Context: an optimization exercise on an open-source flow, tuned for small area. The choices shown serve that exercise and are no tape-out recipe. RTL that was checked went through simulation tests only; none was proved equivalent to the original.

// matched_filter_despreader_sync
module matched_filter_despreader_sync (sample_i, sample_q, input_sample_valid,clk,reset,
										despread_sample_i, despread_sample_q, despread_sample_valid);
Size: ~2300 cells after synthesis, roughly 680 flip-flops, ~100 I/O pins, about 0.030 mm2 of cells after synthesis.
export LEC_CHECK = 0
export CAP_MARGIN = 20
export CORE_MARGIN = 2
export CORE_UTILIZATION = 85
export SLEW_MARGIN = 20
export SYNTH_HIERARCHICAL = 1
create_clock -name core_clock -period 10.0 [get_ports {clk}]
standard.sh (not shown) runs the stock make flow with config.mk's settings and CLKGATE_MAP_FILE= SYNTH_SCRIPT=/design/flow/synth_recipe.tcl, a recipe that flattens the netlist after the stock synthesis.
==> flow/flow/run.sh <==
#!/bin/bash
# Own flow: the standard layout, with a leaner clock tree (no dummy loads,
# clusters of about 16 sinks per clkbuf_8) and the smallest buffer on each port.
# The ORFS output goes to standard.log in this folder.
export CTS_ARGS="-sink_clustering_enable -repair_clock_nets -dont_use_dummy_load -buf_list sky130_fd_sc_hd__clkbuf_8 -sink_clustering_size 16 -sink_clustering_max_diameter 50"
export BUFFER_PORTS_ARGS="-buffer_cell sky130_fd_sc_hd__buf_1"
bash standard.sh > standard.log 2>&1
Then changed:
--- a/flow/config.mk
+++ b/flow/config.mk
@@ -10 +10 @@
-export CORE_UTILIZATION = 85
+export CORE_UTILIZATION = 75
=> Synthesized area stays the same. Core utilization drops by 9.7 points. Critical path depth goes up by 3. Synthesized cell count does not change. Hold slack is better by 0.020 ns.

matched_filter_despreader_sync, a different RTL version from the one above (not shown whole).
For scale: about 2400 cells after synthesis.
export LEC_CHECK = 0
export CAP_MARGIN = 20
export CORE_MARGIN = 2
export CORE_UTILIZATION = 60
export CTS_BUF_LIST = sky130_fd_sc_hd__clkbuf_4
export CTS_CLUSTER_SIZE = 30
export SLEW_MARGIN = 20
export SYNTH_HIERARCHICAL = 1
create_clock -name core_clock -period 10.0 [get_ports {clk}]
run.sh (not shown) runs the stock make flow with config.mk's settings and CLKGATE_MAP_FILE= SYNTH_SCRIPT=/design/flow/synth_recipe.tcl, a recipe that flattens the netlist after the stock synthesis.
Stock flow here: none of the scripts above is used.
The starting point finished with timing, DRC and antenna clean.
Edit:
==> flow/flow/run.sh (new file) <==
#!/bin/bash
export CTS_ARGS="-sink_clustering_enable -repair_clock_nets -dont_use_dummy_load -buf_list sky130_fd_sc_hd__clkbuf_8"
bash standard.sh > standard.log 2>&1
==> flow/standard.sh (new file) <==
#!/bin/bash
# synth_recipe.tcl (not shown) runs the flow's synth.tcl, then flattens the netlist and writes it again
# the make line also repeats each setting of config.mk as NAME=value (left out here)
make -C /OpenROAD-flow-scripts/flow DESIGN_CONFIG=/design/flow/config.mk WORK_HOME=/design/flow/orfs CLKGATE_MAP_FILE= SYNTH_SCRIPT=/design/flow/synth_recipe.tcl "${@:-finish}"
- CTS_BUF_LIST: sky130_fd_sc_hd__clkbuf_4 -> not set
- CTS_CLUSTER_SIZE: 30 -> not set
removed: flow/run.sh
After rerunning:
- The changed run produced a clean layout
- non-clock buffer count fell by 1
- hold slack gets better by 0.0043 ns
- die area is unchanged
- final area fell slightly
No functional check of the RTL was part of any run of this note.

Starting RTL as in the previous note.
clock: 10.0 ns
lec_check: 0
cap_margin: 20
core_margin: 2
core_utilization: 60
slew_margin: 20
synth_hierarchical: 1
Stock flow here: none of the scripts above is used.
Then changed:
==> flow/flow/run.sh (new file) <==
#!/bin/bash
export CTS_ARGS="-sink_clustering_enable -repair_clock_nets -dont_use_dummy_load -buf_list sky130_fd_sc_hd__clkbuf_8 -sink_clustering_size 20 -sink_clustering_max_diameter 60"
bash standard.sh > standard.log 2>&1
==> flow/standard.sh (new file) <==
#!/bin/bash
# synth_recipe.tcl (not shown) runs the flow's synth.tcl, then flattens the netlist and writes it again
# the make line also repeats each setting of config.mk as NAME=value (left out here)
make -C /OpenROAD-flow-scripts/flow DESIGN_CONFIG=/design/flow/config.mk WORK_HOME=/design/flow/orfs CLKGATE_MAP_FILE= SYNTH_SCRIPT=/design/flow/synth_recipe.tcl "${@:-finish}"
removed: flow/run.sh
After rerunning: Cell area fell by 5.0%; hold slack is worse by 8.6 ps; worst setup slack is better by 50 ps.
Function was not checked in any run of this note: the RTL went through the layout flow alone.

==> port drivers added, routing unchanged <==
In the flow no input, the clock included, has a driving cell. The finished layouts below were timed again as built, in two steps.
Step 1, drivers: a clkbuf_16 drives clk and a buf_2 each remaining input, both assumed.
Step 2 adds t to the input delays and takes it off the output delays; t is the mean of the earliest and latest rising clock arrival at the registers after step 1. Input paths then give back, and output paths get back, about the clock's delay inside the block.
a / b / c = ideal / step 1 / step 2; a / b = the first two.
| run | t (ns) | setup WS [ns] | latest minus earliest clock arrival (ns) | pins driven straight from the clock port |
|---|---|---|---|---|
| the first run of note 1 | 0.695 | 0.769 / 0.769 / 0.769 | 0.089 / 0.089 | 1 |
| the second run of note 1 | 0.694 | 0.693 / 0.693 / 0.693 | 0.079 / 0.080 | 1 |
| the first run of note 2 | 1.022 | 0.883 / 0.883 / 0.883 | 0.071 / 0.071 | 1 |
| the second run of note 2 | 0.718 | 0.886 / 0.886 / 0.886 | 0.074 / 0.074 | 1 |
| the first run of note 3 | 0.663 | 0.892 / 0.892 / 0.892 | 0.022 / 0.022 | 1 |
| the second run of note 3 | 0.689 | 0.942 / 0.942 / 0.942 | 0.089 / 0.090 | 1 |
After both steps setup and hold are still met in every run listed.
